Background: an optimization exercise with open tools, aiming at small area, a short achievable clock period and few clock cycles. Do not read the settings as production practice. The RTL was checked by simulation tests, not by an equivalence proof against the original design.

Setup of build 40:
Design cnn_accel, start of the top module:
module cnn_accel (
    input         clk,
    input         rst_n,       
    input         cnn_start,   
    output        cnn_finish,  
    output        mem_we,
    output [19:0] mem_addr,
    output [15:0] mem_wdata,
    input  [15:0] mem_rdata
);
Settings: LEC_CHECK=0, CAP_MARGIN=20, CORE_MARGIN=2, CORE_UTILIZATION=40, CTS_BUF_LIST=sky130_fd_sc_hd__clkbuf_8, SLEW_MARGIN=20; clock period 20.0 ns.
standard.sh (not shown) runs the stock make flow with config.mk's settings and CLKGATE_MAP_FILE= SYNTH_SCRIPT=/design/flow/synth_recipe.tcl, a recipe that flattens the netlist after the stock synthesis.
==> flow/flow/run.sh <==
#!/bin/bash
# The standard layout (the standard.sh: ORFS with the standard synthesis,
# floorplan, power grid and tap cells), with one change: every input and
# output port is still given its own buffer, but a plain sky130 buffer
# (buf_2) instead of the delay cell (clkdlybuf4s50_1) buffer_ports picks by
# default, which adds about 0.6 ns to every path into or out of the design.
set -euo pipefail
export BUFFER_PORTS_ARGS="-buffer_cell sky130_fd_sc_hd__buf_2"
bash standard.sh > standard_make.log 2>&1
Build 40 closes out successfully: all stages finished, all timing, DRC and antenna checks passed.
Testbench counts of build 40, summed over its fixed seeds: cycles 8,190,648.
## Diff of input files: build 22 against build 40
- CTS_CLUSTER_DIAMETER newly set to 80
- CTS_CLUSTER_SIZE newly set to 24
- CORE_UTILIZATION changed from 40 to 80
- CTS_BUF_LIST removed (was sky130_fd_sc_hd__clkbuf_8)
==> comparison <==
For die area, dividing the value from build 22 by the value from build 40 gives 0.51. Global placement routability congestion went up by more than 10% going from build 40 to build 22. Compared to build 40, build 22 has number of global-route vias before repair about 4% higher. Compared to build 40, the router laid down more metal wire for build 22. Between build 40 and build 22, the flow reports clock buffer instance count of the final layout decreasing by more than half.
Relative to build 22, the following input files were edited for build 42:
- changing CORE_UTILIZATION from 80 to 65
Notes after the runs:
Between build 42 and build 22, area added between synthesis and finish is lower for build 22, build 42 comes in above that. Build 22 ended up with wdata_q[4] as its launching instance or port of the critical path; build 42 ended up with wdata_q[1]. Side by side, detailed-route vias per instance turned out lower in build 42 than in build 22. [compare] base=build 22 new=build 42: global-route usage down 8.8 points; data arrival time at the worst-slack endpoint down 0.04 ns; worst setup slack up 0.039 ns. Changes observed in build 42 relative to build 22: area of the die now larger, detailed-route wire length per cell now smaller, via count now smaller, first-pass GRT wire length now smaller.
What build 38 does differently from build 42 at the input level:
- swapping 80 for 100 in CTS_CLUSTER_DIAMETER
- swapping 65 for 40 in CORE_UTILIZATION
- swapping 24 for 30 in CTS_CLUSTER_SIZE
--- outcome ---
- Status: number of antenna-violating nets in the routed design parity (build 42, build 38)
- When the final numbers for build 42 and build 38 were put side by side, the worst slack at placement turned out to be greater in build 42.
- Compared with build 42, build 38 has less setup slack.
What build 70 does differently from build 38 at the input level:
- a deleted CTS_CLUSTER_DIAMETER that had been 100
- a deleted CTS_CLUSTER_SIZE that had been 30
[summary]
- Going from build 38 to build 70, via count increased by 1.4% relative to the old numbers; achievable frequency increased by 0.96 MHz relative to the old numbers.
Here is what was changed in the inputs of build 94 compared with build 70.
- putting CTS_CLUSTER_SIZE at 28 where nothing was set
- swapping 40 for 65 in CORE_UTILIZATION
- putting CTS_CLUSTER_DIAMETER at 60 where nothing was set
[summary]
- Build 94 reports its startpoint of the worst setup timing path as addr_q[1] while build 70 reports wdata_q[0].
- Any difference in sequential cell area fraction in the yosys report between build 94 and build 70 is small enough to ignore.
- In summary, build 94 completed successfully, with a layout that passed the timing, DRC and antenna checks.
- On minimum clock period after layout: build 94 sits above build 70.
- The lower register-to-register setup slack came out of build 94.
- Area enclosed by the die boundary delta for build 94 relative to build 70: 38% lower

--- another note on this design; it stands on its own ---

v6:
## cnn_accel
module cnn_accel (
    input         clk,
    input         rst_n,       
    input         cnn_start,   
    output        cnn_finish,  
    output        mem_we,
    output [19:0] mem_addr,
    output [15:0] mem_wdata,
    input  [15:0] mem_rdata
);
For scale: about 400 flip-flops, about 57 I/O pins, about 0.021 mm² of cells after synthesis.
Settings: LEC_CHECK=0, CAP_MARGIN=20, CORE_MARGIN=2, CORE_UTILIZATION=65, CTS_CLUSTER_DIAMETER=80, CTS_CLUSTER_SIZE=24, SLEW_MARGIN=20; clock period 20.0 ns.
standard.sh (not shown) runs the stock make flow with config.mk's settings and CLKGATE_MAP_FILE= SYNTH_SCRIPT=/design/flow/synth_recipe.tcl, a recipe that flattens the netlist after the stock synthesis.
==> flow/flow/run.sh <==
#!/bin/bash
# The standard layout (the standard.sh: ORFS with the standard synthesis,
# floorplan, power grid and tap cells), with one change: every input and
# output port is still given its own buffer, but a plain sky130 buffer
# (buf_4) instead of the delay cell (clkdlybuf4s50_1) buffer_ports picks by
# default, which adds about 0.6 ns to every path into or out of the design.
set -euo pipefail
export BUFFER_PORTS_ARGS="-buffer_cell sky130_fd_sc_hd__buf_4"
bash standard.sh > standard_make.log 2>&1
Testbench counts of v6, summed over its fixed seeds: cycles 8,190,648.
--- input diff v6..v7 ---
==> flow/flow/run.sh <==
#!/bin/bash
# The standard layout (the standard.sh: ORFS with the standard synthesis,
# floorplan, power grid and tap cells), with one change: every input and
# output port is still given its own buffer, but a plain sky130 buffer
# (buf_2) instead of the delay cell (clkdlybuf4s50_1) buffer_ports picks by
# default, which adds about 0.6 ns to every path into or out of the design.
set -euo pipefail
export BUFFER_PORTS_ARGS="-buffer_cell sky130_fd_sc_hd__buf_2"
bash standard.sh > standard_make.log 2>&1
--- outcome ---
v7 against v6: non-clock buffer contribution to total cell area lower; clock latency of the later-clocked register in the worst-skew pair roughly the same; growth of design area from synthesis to finish lower; number of instances resized during post-cts repair roughly the same.
In terms of final-layout clock-cell area share, v6 and v7 differ only marginally.

afterwards: timing with drivers on the ports:
The results above use ideal ports. As a check the final layouts listed here were re-extracted and re-timed, cells and wires unchanged. Step 1 sets driving cells, clkbuf_16 on the clock port and buf_2 on the other inputs (assumed; they add their load-dependent delay and slew). Step 2 times the ports against the registers' clock, not the clock port: input delays grow and output delays shrink by t, the midpoint of the rising clock arrivals with the driver on. Slacks: ideal / step 1 / step 2; pairs: ideal / step 1.
run | t (ns) | setup slack, ns | worst setup path after step 2 | slew at the worst register clock pin (ns)
build 40 | 0.694 | 14.803 / 14.744 / 15.438 | register to output | 0.08 / 0.08
build 22 | 0.604 | 14.848 / 14.797 / 15.401 | register to output | 0.10 / 0.10
build 42 | 0.597 | 14.887 / 14.835 / 15.431 | register to output | 0.10 / 0.10
build 38 | 0.627 | 14.827 / 14.769 / 15.396 | register to output | 0.12 / 0.12
build 70 | 0.623 | 14.852 / 14.797 / 15.420 | register to output | 0.07 / 0.07
build 94 | 0.651 | 14.827 / 14.775 / 15.426 | register to output | 0.10 / 0.10
v6 | 0.598 | 14.866 / 14.814 / 15.412 | register to output | 0.10 / 0.10
v7 | 0.603 | 14.880 / 14.826 / 15.429 | register to output | 0.10 / 0.10
After both steps every run listed still meets setup and hold.
